Background: an optimization exercise with open tools, aiming at small area and a short achievable clock period. Do not read the settings as production practice. Function was not checked in any run shown here: the RTL went through the layout flow alone. No activity file was given, so power comes from the tool's default toggle rates.

## flow/design.v (module list and top-level ports; edited modules follow where they fit)
// module alu_design: 1059 lines
module alu_design #(parameter W = 16, parameter N = 4) (
  clock, reset, CE, INP_valid, MODE, CMD, OPA, OPB, CIN, ERR, RES, OV, COUT, G, L, E);
  // ...
==> flow/run.sh <==
#!/bin/bash
# synth_recipe.tcl (not shown) runs the flow's synth.tcl, then flattens the netlist and writes it again
# the make line also repeats each setting of config.mk as NAME=value (left out here)
make -C /OpenROAD-flow-scripts/flow DESIGN_CONFIG=/design/flow/config.mk WORK_HOME=/design/flow/orfs CLKGATE_MAP_FILE= SYNTH_SCRIPT=/design/flow/synth_recipe.tcl finish
==> flow/config.mk <==
export PLATFORM = sky130hd
export DESIGN_NAME = alu_design
export DESIGN_NICKNAME = alu_design
export VERILOG_FILES = /design/flow/design.v
export SDC_FILE = /design/flow/constraint.sdc
export NUM_CORES = 4
export LEC_CHECK = 0
export CAP_MARGIN = 20
export CORE_MARGIN = 2
export CORE_UTILIZATION = 65
export PLACE_DENSITY = 0.75
export SETUP_SLACK_MARGIN = 3.5
export SLEW_MARGIN = 20
==> flow/constraint.sdc <==
create_clock -name core_clock -period 8.3 [get_ports {clock}]
set_input_delay 1.6600 -clock core_clock [delete_from_list [all_inputs] [get_ports {clock}]]
set_output_delay 1.6600 -clock core_clock [all_outputs]
set_load 0.01 [all_outputs]
==> results.cfg, run 1 <==
[placement]
dp.cells = 2166
placed_area_um2 = 17000
hpwl_um = 38900

[cts]
postCtsSetupRepairBufs = 61
post_cts_resized = 190
clk-insertion-delay-late_ps = 370

[final_layout]
diodes = 0
largest-register = s_mx
final_cells = 2342
final_common_cell = nor2_1
final_cell_mix = nor2_1, inv_1, fa_1

[logic_synthesis]
synth.most_common_cell = nor2_1
synth_top_family_by_area = adder cells
synth_fp_nets = 2247
ys_ff_latch = 104
synth-xor-area-share = 0.0282
synthCells = 1870
synth_compound_area_frac = 0.134
synth_top_area_cell = fa_1

[worst_setup_path]
path_buf_inv = 4
crit_family = simple AND/OR/NAND/NOR gates
worst_path_max_delay_cell = nor3b_4
r2r_cells = 14

[global_route]
grt_max_degree = 97

[routing]
wire_per_inst_um = 24.9
drtIter0Drc = 2456

[power]
p_leak_uw = 0.00896
clockPowerShare = 0.115
ir_drop_uv = 290

[timing]
tns_ps = 0
finalSetupViolations = 0
min_period_ps = 5450
whs_ps = 487

[run]
drv_cap = 0

[run_status]
status = finished clean
==> inputs of run 2 (changes only) <==
--- a/flow/design.v
+++ b/flow/design.v
@@ -50,30 +50,26 @@
 localparam KL = 8;     
 localparam KH = 27;    
 reg [W-1:0] na_r, nb_r;
 reg [N-1:0] cmd_r;
 reg [1:0] valid_r;
 reg mode_r, cin_r;
 reg mul_r, err_r;
 always @(posedge clock or posedge reset) begin
-  if (reset) begin
-    na_r    <= 0;
-    nb_r    <= 0;
-    cmd_r   <= 0;
+  if (reset)
     valid_r <= 0;
-    mode_r  <= 0;
-    cin_r   <= 0;
-    mul_r   <= 0;
-    err_r   <= 0;
-  end else if (CE) begin
+  else if (CE)
+    valid_r <= INP_valid;
+end
+always @(posedge clock) begin
+  if (CE) begin
     na_r    <= ~OPA;
     nb_r    <= ~i_b;
     cmd_r   <= CMD;
-    valid_r <= INP_valid;
     mode_r  <= MODE;
     cin_r   <= CIN;
     mul_r   <= i_mul | i_oneh;
     err_r   <= i_err;
   end
 end
 wire [W-1:0] opa_r = ~na_r;
 wire [W-1:0] opb_r = ~nb_r;
@@ -995,42 +991,41 @@
 wire l_comb = cmp_sel & lt;
 wire g_comb = cmp_sel & ~eq & ~lt;
 reg [KL-1:0] s_lo;
 reg        s_cl;
 reg [KH-KL-1:0] s_mx, s_my;
 reg [2*W-KH-1:0] s_hi;
 reg q_lo, q_hi, q_sh, q_16, q_up, q_sx, q_co, q_ovu, q_ovs;
 reg q_g, q_l, q_e, q_err;
+always @(posedge clock) begin
+  if (CE) begin
+    s_lo  <= lo_sum[KL-1:0];
+    s_cl  <= lo_sum[KL];
+    s_mx  <= tx[KH-1:KL];
+    s_my  <= ty[KH-1:KL];
+    s_hi  <= hi_sum;
+  end
+end
 always @(posedge clock or posedge reset) begin
   if (reset) begin
-    s_lo  <= 0;
-    s_cl  <= 0;
-    s_mx  <= 0;
-    s_my  <= 0;
-    s_hi  <= 0;
     q_lo  <= 0;
     q_hi  <= 0;
     q_sh  <= 0;
     q_16  <= 0;
     q_up  <= 0;
     q_sx  <= 0;
     q_co  <= 0;
     q_ovu <= 0;
     q_ovs <= 0;
     q_g   <= 0;
     q_l   <= 0;
     q_e   <= 0;
     q_err <= 0;
   end else if (CE) begin
-    s_lo  <= lo_sum[KL-1:0];
-    s_cl  <= lo_sum[KL];
-    s_mx  <= tx[KH-1:KL];
-    s_my  <= ty[KH-1:KL];
-    s_hi  <= hi_sum;
     q_lo  <= c_lo;
     q_hi  <= c_hi;
     q_sh  <= c_sh;
     q_16  <= c_16;
     q_up  <= c_up;
     q_sx  <= c_sx;
     q_co  <= c_co;
     q_ovu <= c_ovu;
==> flow/config.mk (replaced) <==
export PLATFORM = sky130hd
export DESIGN_NAME = alu_design
export DESIGN_NICKNAME = alu_design
export VERILOG_FILES = /design/flow/design.v
export SDC_FILE = /design/flow/constraint.sdc
export NUM_CORES = 4
export LEC_CHECK = 0
export CAP_MARGIN = 20
export CORE_MARGIN = 2
export CORE_UTILIZATION = 65
export PLACE_DENSITY = 0.75
export SETUP_SLACK_MARGIN = 2.5
export SLEW_MARGIN = 20
==> run 2 against run 1 <==
Largest power group unchanged. Setup slack got worse by 190 ps. Synthesized area fell by 3.4%. Largest cell class unchanged. Register-to-register slack got worse by 790 ps. Still clean. Sequential cell count did not move. Routed wire length fell by 22%. Clock power rose by 6.3%. Sequential power rose by 21%.
==> results.cfg, run 2 <==
[run_status]
status = finished clean

[logic_synthesis]
synthTopCellsByArea = fa_1, edfxtp_1, ha_1
synth_top_family_by_area = adder cells
synth-xor-area-share = 0.0275
synth_edf_count = 89
synthCells = 1714
synth_top_area_cell = fa_1
synth_fp_nets = 2091
synth_adder_area_share = 0.382
syn-cell-area_um2 = 15600
synth_common_cells = inv_1, nor2_1, fa_1
synth.most_common_cell = inv_1
synth.distinct_cells = 80
avgSynthCellArea_um2 = 9.10
synth_top_area_frac = 0.304
ys_warn_count = 1
synth_mux_area_frac = 0.00858
synth_compound_area_frac = 0.128
seq_area_frac_synth = 0.195
ys_ff_latch = 104
async_flop_share = 0.144
synth_flop_cell = edfxtp_1
yosys.area_share.simple = 0.156

[power]
power.switching_uw = 1850
clockPowerShare = 0.118
combinationalPowerShare = 0.652
switching_share = 0.460
power.density_nw_per_um2 = 239
pwr-share-seq = 0.230
ir_drop_uv = 163
internal_power_uw = 2180
p_leak_uw = 0.00750

[worst_setup_path]
critPathKind = flip-flop to flip-flop
r2r-end = s_mx[6]
end_kind = flip-flop
r2r_slack_ps = 2660
r2r_start = mode_r
start_kind = flip-flop
worstPathArrival_ps = 5740
worstPathRequired_ps = 8400
r2r_cells = 12
cp_max_fo = 23

[final_layout]
final_common_cell = inv_1
area.growth.synth_to_final_pct = 7.88
final_cells = 2043
largest-register = s_mx
nets = 2096
design_area_um2 = 16800
drive_above_1_share = 0.0331
diodes = 0
num-fill-cells = 1883
largest_reg_flops = 19
final_cell_mix = inv_1, nor2_1, fa_1

[cts]
cts_sinks = 104
htreeDepth = 3
cts.path.max_buffers = 2
numCtsBuffers = 9
hold_buffers = 0
cts_tree = built
clk_pin_slew_ps = 80
cts_root_buf = clkbuf_16
clk-insertion-delay-late_ps = 360

[global_route]
overflow = 0
grt_max_degree = 64
grt_pass1_wl_um = 71400
grt_pass1_vias = 13000
antenna_found_initial = 0
grt_usage = 0.367

[routing]
vias_per_cell = 6.33
wire_per_inst_um = 22.2
drtIter0Drc = 1905
vias = 12900
first_pass_iters = 7
drt.antenna.violating_nets = 0
drc = 0
drt-total-wl_um = 45300

[timing]
max_freq_mhz = 177
hold_viol_final = 0
fin_ws_ps = 2660
relSlewSlack = 0.319
tightestPinTransition_ps = 996
rsz0062_at_grt = false
skew_ps = 9.50
drv_slew = 0
finalSetupViolations = 0
min_period_ps = 5640
min_period_over_period = 0.679
tns_ps = 0

[worst_hold_path]
hold_path_end = q_l
hp-class = flip-flop to flip-flop
holdCritStartpoint = q_l
hold_depth = 1

[floorplanning]
die_w_um = 159
dieHeight_um = 159
core_um2 = 23500
die-area_um2 = 25300
placementRows = 56
io_pins = 81
initial_core_util = 0.663

[placement]
portBuffers = 80
placed_area_um2 = 16500
gp_congestion = 1.01
dp.cells = 2025
post-place-ws_ps = 2710
hpwl_um = 34300

[run]
drv_cap = 0
==> run 2: cell count changes in the layout (fill, tap and decap cells not counted), moves of 19 or more <==
| cell | delta |
|---|---|
| edfxtp_1 | +89 |
| dfrtp_1 | -55 |
| dfrtp_2 | -28 |
| buf_4 | -135 |
| fa_2 | -28 |
| nor2_1 | -23 |
| fa_1 | +28 |
| inv_1 | +42 |
| clkdlybuf4s50_1 | +27 |
| mux2_2 | -47 |
| o221ai_1 | +19 |
| a21oi_1 | -22 |
| o21ai_0 | -21 |
==> run 2: how the worst max path moves through the flow <==
| stage | cells past startpoint | from | to | slack (ps) |
|---|---|---|---|---|
| detailed placement | 11 | cmd_r[1] | s_mx[6] | 2710 |
| global placement | 11 | cmd_r[1] | s_mx[6] | 2840 |
| CTS | 14 | s_mx[2] | RES[15] | 2530 |
| floorplan | 17 | mul_r | s_mx[6] | 3560 |
| global route | 12 | mode_r | s_mx[6] | 2510 |
| finish | 12 | mode_r | s_mx[6] | 2660 |
==> run 2: final cells by class <==
type,instances,area [um2],share of cell area
inverter,308,1160,0.0687
clock inverter,3,45.0,0.00268
timing repair buffer,95,911,0.0541
clock buffer,13,283,0.0168
sequential,104,3050,0.181
tap,319,399,0.0237
multi-input combinational,1201,11000,0.653
==> run 2: kinds of logic (layout without fill, tap and decap cells) <==
family                   count (synthesis)  count (layout)
AO/OA/AOI/OAI                          267             267
XOR/XNOR                                49              49
adder cells (fa/ha/maj)                334             334
buffers and inverters                  409             419
flip-flops                             104             104
multiplexers                            13              13
AND/OR/NAND/NOR                        538             538
==> run 2: power by group through the flow <==
stage	Combinational [uW]	Sequential (uW)	Clock, uW
after floorplan	1700	858	0
after global placement	2470	926	0
after detailed placement	2570	930	0
after CTS	2590	918	478
after global routing	2920	937	499
final	2630	925	476
==> run 2: worst max-delay path, stage by stage, from the launching register on <==
cell and delay (ps):
edfxtp_1 840, nand2b_1 330, nor3_1 130, nand2b_1 470, o221ai_1 190, a221o_1 350
a211oi_1 540, fa_1 530, fa_1 440, inv_1 100, fa_1 430, fa_1 590
fa_1 420
==> run 2: per-layer routing <==
metal	track usage	up-vias	share of wire
li1	-	5649	-
met1	0.486	6230	0.38
met2	0.558	904	0.44
met3	0.125	157	0.14
met4	0.155	0	0.047
met5	0	-	0
==> run 2: metrics by stage <==
step,hold WS (ps),total power (uW),utilization
after global routing,523,4360,0.715
after CTS,505,3990,0.713
after global placement,469,3400,0.699
final,497,4030,0.715
after detailed placement,485,3500,0.699
after floorplan,472,2550,-
==> run 2: timing repair <==
item / in CTS / in global routing
setup buffers: 0 / 2
endpoints found under the setup margin: 0 / 10
resized for setup: 0 / 5
hold endpoints to repair: 0 / 0

-- separate check: timing with driven ports --
Ports are ideal in the flow. The routed layouts listed here were re-timed in OpenROAD. Step 1, drivers: a clkbuf_16 drives clock and a buf_2 each remaining input, both assumed. Step 2 adds t to the input delays and takes it off the output delays; t is the mean of the earliest and latest rising clock arrival at the registers after step 1. Input paths then give back, and output paths get back, about the clock's delay inside the block. a / b / c = ideal ports / drivers / drivers and shift; a / b = the first two.
run | t, ns | setup WS [ns] | worst hold slack (ns) | worst register clock-pin slew, ns
run 1 | 0.413 | 2.855 / 2.803 / 3.216 | 0.487 / 0.487 / 0.487 | 0.08 / 0.08
run 2 | 0.412 | 2.663 / 2.663 / 2.663 | 0.497 / 0.497 / 0.497 | 0.08 / 0.08
After both steps setup and hold are still met in every run listed.
